Context: an optimization exercise on an open-source flow, tuned for small area, a short achievable clock period and few clock cycles. The choices shown serve that exercise and are no tape-out recipe. At most, simulation tests tie the RTL to the original design; equivalence was not proved. Power and IR drop assume default switching activity.

Design finder, start of the top module:
module finder(clk,rst_n,wr,din,find,dfind,full,is,location);
==> module finder, before the edit <==
module finder(clk,rst_n,wr,din,find,dfind,full,is,location);
	input clk;
	input rst_n;
	input wr;
	input [7:0] din;
	input find;
	input [7:0] dfind;
	output reg full;
	output reg is;
	output [5:0] location;
	reg [7:0] mem [0:62];
	reg [5:0] pointer;
	always @(posedge clk or negedge rst_n)
		if (!rst_n) begin
			pointer <= 6'd0;
			full <= 1'b0;
		end else if (wr) begin
			if (pointer != 6'd63) begin
				pointer <= pointer + 6'd1;
				full <= 1'b0;
			end else begin
				pointer <= 6'd0;
				full <= 1'b1;
			end
		end
	genvar i;
	generate
		for (i = 0; i < 63; i = i + 1) begin : g_mem
			always @(posedge clk)
				if (wr && pointer == i)
					mem[i] <= din;
		end
	endgenerate
	wire [63:0] m;
	wire [63:0] h;
	generate
		for (i = 0; i < 63; i = i + 1) begin : g_cmp
			assign m[i] = (mem[i] == dfind);
			assign h[i] = m[i] & (location <= i);
		end
	endgenerate
	assign m[63] = 1'b0;
	assign h[63] = 1'b0;
	function [6:0] first64(input [63:0] v);
		reg [5:0] idx;
		integer k;
		begin
			idx = 6'd0;
			for (k = 63; k >= 0; k = k - 1)
				if (v[k]) idx = k;
			first64 = {|v, idx};
		end
	endfunction
	wire [6:0] fh = first64(h);
	wire [6:0] fm = first64(m);
	reg [5:0] fh_r, fm_r;
	reg anyh_r;
	always @(posedge clk or negedge rst_n)
		if (!rst_n) begin
			is <= 1'b0;
			anyh_r <= 1'b0;
			fh_r <= 6'd0;
			fm_r <= 6'd0;
		end else if (find) begin
			is <= fm[6];
			anyh_r <= fh[6];
			fh_r <= fh[5:0];
			fm_r <= fm[5:0];
		end
	assign location = anyh_r ? fh_r : fm_r;
endmodule
clock: 8.0 ns
lec_check: 0
cap_margin: 20
core_margin: 2
core_utilization: 40
cts_buf_list: sky130_fd_sc_hd__clkbuf_8
cts_cluster_diameter: 60
cts_cluster_size: 18
setup_slack_margin: 4.5
slew_margin: 20
run.sh (not shown) runs the stock make flow with config.mk's settings and CLKGATE_MAP_FILE= SYNTH_SCRIPT=/design/flow/synth_recipe.tcl, a recipe that flattens the netlist after the stock synthesis.
Testbench counts at the start, summed over its fixed seeds: cycles 2,400.
Then changed:
--- a/flow/design.v
+++ b/flow/design.v
@@ -41,31 +41,44 @@
 	endgenerate
 	assign m[63] = 1'b0;
 	assign h[63] = 1'b0;
-	function [6:0] first64(input [63:0] v);
-		reg [5:0] idx;
+	function [5:0] first32(input [31:0] v);
+		reg [4:0] idx;
 		integer k;
 		begin
-			idx = 6'd0;
-			for (k = 63; k >= 0; k = k - 1)
+			idx = 5'd0;
+			for (k = 31; k >= 0; k = k - 1)
 				if (v[k]) idx = k;
-			first64 = {|v, idx};
+			first32 = {|v, idx};
 		end
 	endfunction
-	wire [6:0] fh = first64(h);
-	wire [6:0] fm = first64(m);
-	reg [5:0] fh_r, fm_r;
-	reg anyh_r;
+	wire [5:0] c_hl = first32(h[31:0]);
+	wire [5:0] c_hh = first32(h[63:32]);
+	wire [5:0] c_ml = first32(m[31:0]);
+	wire [5:0] c_mh = first32(m[63:32]);
+	reg s_hh, s_ml, s_mh;
+	reg [4:0] i_hl, i_hh, i_ml, i_mh;
 	always @(posedge clk or negedge rst_n)
 		if (!rst_n) begin
 			is <= 1'b0;
-			anyh_r <= 1'b0;
-			fh_r <= 6'd0;
-			fm_r <= 6'd0;
+			s_hh <= 1'b0;
+			s_ml <= 1'b0;
+			s_mh <= 1'b0;
+			i_hl <= 5'd0;
+			i_hh <= 5'd0;
+			i_ml <= 5'd0;
+			i_mh <= 5'd0;
 		end else if (find) begin
-			is <= fm[6];
-			anyh_r <= fh[6];
-			fh_r <= fh[5:0];
-			fm_r <= fm[5:0];
+			is <= c_ml[5] | c_mh[5];
+			s_hh <= ~c_hl[5] & c_hh[5];
+			s_ml <= ~c_hl[5] & ~c_hh[5] & c_ml[5];
+			s_mh <= ~c_hl[5] & ~c_hh[5] & ~c_ml[5];
+			i_hl <= c_hl[4:0];
+			i_hh <= c_hh[4:0];
+			i_ml <= c_ml[4:0];
+			i_mh <= c_mh[4:0];
 		end
-	assign location = anyh_r ? fh_r : fm_r;
+	wire s_hl = ~(s_hh | s_ml | s_mh);
+	assign location = {s_hh | s_mh,
+	                   ({5{s_hl}} & i_hl) | ({5{s_hh}} & i_hh) |
+	                   ({5{s_ml}} & i_ml) | ({5{s_mh}} & i_mh)};
 endmodule
What happened: Maximum frequency came out lower by 8.4%; clock power came out lower by about 4%; routed wire length came out lower by 4.7%; setup slack gets worse by 320 ps; register-to-register slack gets worse by 30 ps; power stays flat; clock-buffer cell count came out lower by 3; clock skew came out lower by 12 ps; sequential power came out higher by about 1%; die area is about the same; non-clock buffer count does not change.
For the second run of this note, only the layout was checked, not whether the RTL still works.

* * *

## wip/yarrow
finder, a different RTL version from the one above (not shown whole).
Size: about 1900 cells after synthesis, roughly 520 flip-flops, ~28 I/O pins.
==> module finder, before the edit <==
module finder(clk,rst_n,wr,din,find,dfind,full,is,location);
	input clk;
	input rst_n;
	input wr;
	input [7:0] din;
	input find;
	input [7:0] dfind;
	output reg full;
	output reg is;
	output reg [5:0] location;
	reg [7:0] mem [0:62];
	reg [5:0] pointer;
	always @(posedge clk or negedge rst_n)
		if (!rst_n) begin
			pointer <= 6'd0;
			full <= 1'b0;
		end else if (wr) begin
			if (pointer != 6'd63) begin
				pointer <= pointer + 6'd1;
				full <= 1'b0;
			end else begin
				pointer <= 6'd0;
				full <= 1'b1;
			end
		end
	genvar i;
	generate
		for (i = 0; i < 63; i = i + 1) begin : g_mem
			always @(posedge clk)
				if (wr && pointer == i)
					mem[i] <= din;
		end
	endgenerate
	wire [63:0] m;
	wire [63:0] h;
	generate
		for (i = 0; i < 63; i = i + 1) begin : g_cmp
			assign m[i] = (mem[i] == dfind);
			assign h[i] = m[i] & (location <= i);
		end
	endgenerate
	assign m[63] = 1'b0;
	assign h[63] = 1'b0;
	function [6:0] first64(input [63:0] v);
		reg [5:0] idx;
		integer k;
		begin
			idx = 6'd0;
			for (k = 63; k >= 0; k = k - 1)
				if (v[k]) idx = k;
			first64 = {|v, idx};
		end
	endfunction
	wire [6:0] fh = first64(h);
	wire [6:0] fm = first64(m);
	wire [5:0] loc = fh[6] ? fh[5:0] : fm[5:0];
	always @(posedge clk or negedge rst_n)
		if (!rst_n) begin
			is <= 1'b0;
			location <= 6'd0;
		end else if (find) begin
			is <= fm[6];
			location <= loc;
		end
endmodule
clock: 8.0 ns
lec_check: 0
cap_margin: 20
core_margin: 2
core_utilization: 40
setup_slack_margin: 4.5
slew_margin: 20
Modified inputs, wip/pepper compared to wip/yarrow
-- flow/design.v --
<<< wip/yarrow, line 8
	output reg full;
	output reg is;
	output reg [5:0] location;
	reg [7:0] mem [0:62];
	reg [5:0] pointer;
>>> wip/pepper, line 8
	output reg full;
	output reg is;
	output [5:0] location;
	reg [7:0] mem [0:62];
	reg [5:0] pointer;
<<< wip/yarrow, line 54
	wire [6:0] fh = first64(h);
	wire [6:0] fm = first64(m);
	wire [5:0] loc = fh[6] ? fh[5:0] : fm[5:0];
	always @(posedge clk or negedge rst_n)
		if (!rst_n) begin
			is <= 1'b0;
			location <= 6'd0;
		end else if (find) begin
			is <= fm[6];
			location <= loc;
		end
endmodule
>>> wip/pepper, line 54
	wire [6:0] fh = first64(h);
	wire [6:0] fm = first64(m);
	reg [5:0] fh_r, fm_r;
	reg anyh_r;
	always @(posedge clk or negedge rst_n)
		if (!rst_n) begin
			is <= 1'b0;
			anyh_r <= 1'b0;
			fh_r <= 6'd0;
			fm_r <= 6'd0;
		end else if (find) begin
			is <= fm[6];
			anyh_r <= fh[6];
			fh_r <= fh[5:0];
			fm_r <= fm[5:0];
		end
	assign location = anyh_r ? fh_r : fm_r;
endmodule
### Flow results
wip/pepper ended with every stage complete and zero timing, DRC or antenna violations.
wip/pepper: via count is 572 higher than what wip/yarrow reported.
Combinational fraction of design power: wip/pepper < wip/yarrow
Core occupancy in the finished layout came out higher on wip/pepper than on wip/yarrow.
Looking at final area across wip/yarrow and wip/pepper, the one that comes out lower is wip/yarrow.
Comparing wip/yarrow and wip/pepper, the higher number of tap cells inserted was measured on wip/pepper.
Sort wip/yarrow and wip/pepper by fraction of power consumed by the clock network desc -> top: wip/pepper
Relative to wip/yarrow, post-CTS setup repair buffer count decreased by 27 in wip/pepper.
wip/pepper falls short of wip/yarrow in area of the die.
Clock buffer and inverter area fraction after layout, wip/yarrow and wip/pepper: lower on wip/yarrow
Largest incremental delay on the critical path: wip/pepper < wip/yarrow
Testbench counts of wip/pepper, summed over its fixed seeds: cycles 2,400.
The RTL of wip/yarrow was laid out without a check of its function.

* * *

== job 101 ==
The RTL this note starts from:
==> flow/design.v <==
module finder(clk,rst_n,wr,din,find,dfind,full,is,location);
	input clk;
	input rst_n;
	input wr;
	input [7:0] din;
	input find;
	input [7:0] dfind;
	output reg full;
	output reg is;
	output [5:0] location;
	reg [7:0] mem [0:62];
	reg [5:0] pointer;
	always @(posedge clk or negedge rst_n)
		if (!rst_n) begin
			pointer <= 6'd0;
			full <= 1'b0;
		end else if (wr) begin
			if (pointer != 6'd63) begin
				pointer <= pointer + 6'd1;
				full <= 1'b0;
			end else begin
				pointer <= 6'd0;
				full <= 1'b1;
			end
		end
	genvar i;
	generate
		for (i = 0; i < 63; i = i + 1) begin : g_mem
			always @(posedge clk)
				if (wr && pointer == i)
					mem[i] <= din;
		end
	endgenerate
	wire [5:0] p;
	wire [63:0] m;
	wire [63:0] h;
	generate
		for (i = 0; i < 63; i = i + 1) begin : g_cmp
			eq8 u_eq (.a(mem[i]), .b(dfind), .y(m[i]));
			assign h[i] = m[i] & (p <= i);
		end
	endgenerate
	assign m[63] = 1'b0;
	assign h[63] = 1'b0;
	function [6:0] first64(input [63:0] v);
		reg [5:0] idx;
		integer k;
		begin
			idx = 6'd0;
			for (k = 63; k >= 0; k = k - 1)
				if (v[k]) idx = k;
			first64 = {|v, idx};
		end
	endfunction
	wire [6:0] fh = first64(h);
	wire [6:0] fm = first64(m);
	reg [5:0] fh_r, fm_r;
	reg anyh_r;
	always @(posedge clk or negedge rst_n)
		if (!rst_n) begin
			is <= 1'b0;
			anyh_r <= 1'b0;
			fh_r <= 6'd0;
			fm_r <= 6'd0;
		end else if (find) begin
			is <= fm[6];
			anyh_r <= fh[6];
			fh_r <= fh[5:0];
			fm_r <= fm[5:0];
		end
	sel6 u_loc (.s(anyh_r), .a(fh_r), .b(fm_r), .y(location));
	sel6 u_p (.s(anyh_r), .a(fh_r), .b(fm_r), .y(p));
endmodule
module eq8(a, b, y);
	input [7:0] a;
	input [7:0] b;
	output y;
	assign y = (a == b);
endmodule
module sel6(s, a, b, y);
	input s;
	input [5:0] a;
	input [5:0] b;
	output [5:0] y;
	assign y = s ? a : b;
endmodule
clock: 8.0 ns
lec_check: 0
cap_margin: 20
core_margin: 2
core_utilization: 40
cts_buf_list: sky130_fd_sc_hd__clkbuf_8
cts_cluster_diameter: 60
cts_cluster_size: 18
setup_slack_margin: 4.5
slew_margin: 20
synth_hierarchical: 1
Modified inputs, job 102 compared to job 101
diff --git a/flow/design.v b/flow/design.v
--- a/flow/design.v
+++ b/flow/design.v
@@ -25,10 +25,12 @@
 		end
 	genvar i;
 	generate
 		for (i = 0; i < 63; i = i + 1) begin : g_mem
+			wire we;
+			and2 u_we (.a(wr), .b(pointer == i), .y(we));
 			always @(posedge clk)
-				if (wr && pointer == i)
+				if (we)
 					mem[i] <= din;
 		end
 	endgenerate
 	wire [5:0] p;
@@ -83,4 +85,10 @@
 	input [5:0] b;
 	output [5:0] y;
 	assign y = s ? a : b;
 endmodule
+module and2(a, b, y);
+	input a;
+	input b;
+	output y;
+	assign y = a & b;
+endmodule
- Both conditions hold for job 102: the flow ran to the end and the final layout passed the timing, DRC and antenna checks.
- Job 101 finished all stages; the layout is clean.
- On instance count along the most critical hold path, job 102 and job 101 are basically level.
- Sort job 102 and job 101 by layout overhead on the synthesized area asc -> top: job 101
- Synthesized netlist cell count for job 102: 59 up relative to job 101
- Number of ports placed on the die boundary: job 102 vs job 101 identical
- The post-detailed-route via-to-cell ratio of job 101 and that of job 102 are within noise of each other.
- Cell area: job 102 higher than job 101
- Job 102 vs. job 101: routed length on met1 +about 9%, final cell count saw an increase, worst setup slack after placement now larger, total cell area at the placement stage increased by 0.96% relative to the old numbers.
- | wire length | job 102 vs job 101 | worse |
- Job 102 vs. job 101: clock buffer instance count of the final layout grew by about 5%, highest net fanout along the worst path grew by 3, die boundary height rose 1.1 um.
No run of this note included a check of the RTL's function; only the layout flow was run.

* * *

try-willow:
RTL: the design.v shown in full above, as it stands there.
clock: 8.0 ns
lec_check: 0
cap_margin: 20
core_margin: 2
core_utilization: 40
cts_buf_list: sky130_fd_sc_hd__clkbuf_8
cts_cluster_diameter: 60
cts_cluster_size: 18
setup_slack_margin: 4.8
slew_margin: 20
synth_hierarchical: 1
try-willow did not stop at any stage, and its layout met the timing, DRC and antenna checks.
diff inputs: try-willow => try-amber
==> flow/design.v <==
module finder(clk,rst_n,wr,din,find,dfind,full,is,location);
	input clk;
	input rst_n;
	input wr;
	input [7:0] din;
	input find;
	input [7:0] dfind;
	output reg full;
	output reg is;
	output [5:0] location;
	reg [7:0] mem [0:62];
	reg [5:0] pointer;
	always @(posedge clk or negedge rst_n)
		if (!rst_n) begin
			pointer <= 6'd0;
			full <= 1'b0;
		end else if (wr) begin
			if (pointer != 6'd63) begin
				pointer <= pointer + 6'd1;
				full <= 1'b0;
			end else begin
				pointer <= 6'd0;
				full <= 1'b1;
			end
		end
	genvar i;
	generate
		for (i = 0; i < 63; i = i + 1) begin : g_mem
			always @(posedge clk)
				if (wr && pointer == i)
					mem[i] <= din;
		end
	endgenerate
	wire [5:0] p;
	wire [63:0] m;
	wire [63:0] h;
	generate
		for (i = 0; i < 63; i = i + 1) begin : g_cmp
			eq8 u_eq (.a(mem[i]), .b(dfind), .y(m[i]));
			assign h[i] = m[i] & (p <= i);
		end
	endgenerate
	assign m[63] = 1'b0;
	assign h[63] = 1'b0;
	function [5:0] first32(input [31:0] v);
		reg [4:0] idx;
		integer k;
		begin
			idx = 5'd0;
			for (k = 31; k >= 0; k = k - 1)
				if (v[k]) idx = k;
			first32 = {|v, idx};
		end
	endfunction
	wire [5:0] c_hl = first32(h[31:0]);
	wire [5:0] c_hh = first32(h[63:32]);
	wire [5:0] c_ml = first32(m[31:0]);
	wire [5:0] c_mh = first32(m[63:32]);
	reg s_hh, s_ml, s_mh;
	reg [4:0] i_hl, i_hh, i_ml, i_mh;
	always @(posedge clk or negedge rst_n)
		if (!rst_n) begin
			is <= 1'b0;
			s_hh <= 1'b0;
			s_ml <= 1'b0;
			s_mh <= 1'b0;
			i_hl <= 5'd0;
			i_hh <= 5'd0;
			i_ml <= 5'd0;
			i_mh <= 5'd0;
		end else if (find) begin
			is <= c_ml[5] | c_mh[5];
			s_hh <= ~c_hl[5] & c_hh[5];
			s_ml <= ~c_hl[5] & ~c_hh[5] & c_ml[5];
			s_mh <= ~c_hl[5] & ~c_hh[5] & ~c_ml[5];
			i_hl <= c_hl[4:0];
			i_hh <= c_hh[4:0];
			i_ml <= c_ml[4:0];
			i_mh <= c_mh[4:0];
		end
	sel4 u_loc (.s({s_mh, s_ml, s_hh}), .a(i_hl), .b(i_hh), .c(i_ml), .d(i_mh), .y(location));
	sel4 u_p (.s({s_mh, s_ml, s_hh}), .a(i_hl), .b(i_hh), .c(i_ml), .d(i_mh), .y(p));
endmodule
module eq8(a, b, y);
	input [7:0] a;
	input [7:0] b;
	output y;
	assign y = (a == b);
endmodule
module sel4(s, a, b, c, d, y);
	input [2:0] s;
	input [4:0] a, b, c, d;
	output [5:0] y;
	wire sa = ~(s[0] | s[1] | s[2]);
	assign y = {s[0] | s[2],
	            ({5{sa}} & a) | ({5{s[0]}} & b) | ({5{s[1]}} & c) | ({5{s[2]}} & d)};
endmodule
## What came out
try-amber finished all stages; the layout is clean.
Any difference in met1 wire length between try-willow and try-amber is small enough to ignore.
Taking try-willow as the reference, in try-amber worst-case headroom to the max-slew limit down 1.8 points; count of instances resized after the clock tree is built down 38; clock power share up 2.2 points.
The remaining number of nets flagged by the antenna check after routing on try-willow is in line with that on try-amber.
Sort try-willow and try-amber by number of placed instances, taps included, descending, and try-amber comes first.
met3 track demand over resource in try-amber is 0.25 points below try-willow.
In try-amber, number of buffers added by the clock tree synthesis step is higher than in try-willow.
Compared with try-willow, try-amber shows a clock network latency to the later pin of the worst-skew pair that is 0.02 ns higher.
On sequential portion of the cell area: try-amber sits above try-willow.
Global-route usage, try-willow and try-amber: larger value in try-willow
No functional check of the RTL was part of any run of this note.

## port drivers added, routing unchanged
The results above use ideal ports. As a check the final layouts listed here were re-extracted and re-timed, cells and wires unchanged.
Step 1 (the two cells are an assumption about what drives the block):
set clk [get_ports {clk}]
set_driving_cell -lib_cell sky130_fd_sc_hd__clkbuf_16 $clk
set_driving_cell -lib_cell sky130_fd_sc_hd__buf_2 [delete_from_list [all_inputs] $clk]
Step 2 times the ports against the registers' clock, not the clock port: input delays grow and output delays shrink by t, the midpoint of the rising clock arrivals with the driver on.
a / b / c = ideal / step 1 / step 2; a / b = the first two.
| run | t (ns) | slack for setup (ns) | clock arrival spread, ns | worst data-port slew with drivers (ns) |
|---|---|---|---|---|
| the first run of note 1 | 0.707 | 4.498 / 4.392 / 3.685 | 0.076 / 0.077 | 0.28 |
| the second run of note 1 | 0.700 | 4.179 / 4.121 / 3.715 | 0.063 / 0.062 | 0.22 |
| wip/yarrow | 0.662 | 4.169 / 4.042 / 3.380 | 0.024 / 0.024 | 0.22 |
| wip/pepper | 0.678 | 4.472 / 4.354 / 3.675 | 0.050 / 0.049 | 0.27 |
| job 101 | 0.689 | 4.392 / 4.335 / 3.646 | 0.040 / 0.040 | 0.24 |
| job 102 | 0.715 | 4.547 / 4.336 / 3.621 | 0.038 / 0.038 | 0.35 |
| try-willow | 0.715 | 4.550 / 4.493 / 3.782 | 0.037 / 0.038 | 0.32 |
| try-amber | 0.716 | 4.360 / 4.302 / 3.866 | 0.066 / 0.066 | 0.28 |
After both steps every run listed still meets setup and hold. The setup slack of job 102, which loses most, moves by -0.211 ns with the drivers and by -0.926 ns with both steps.
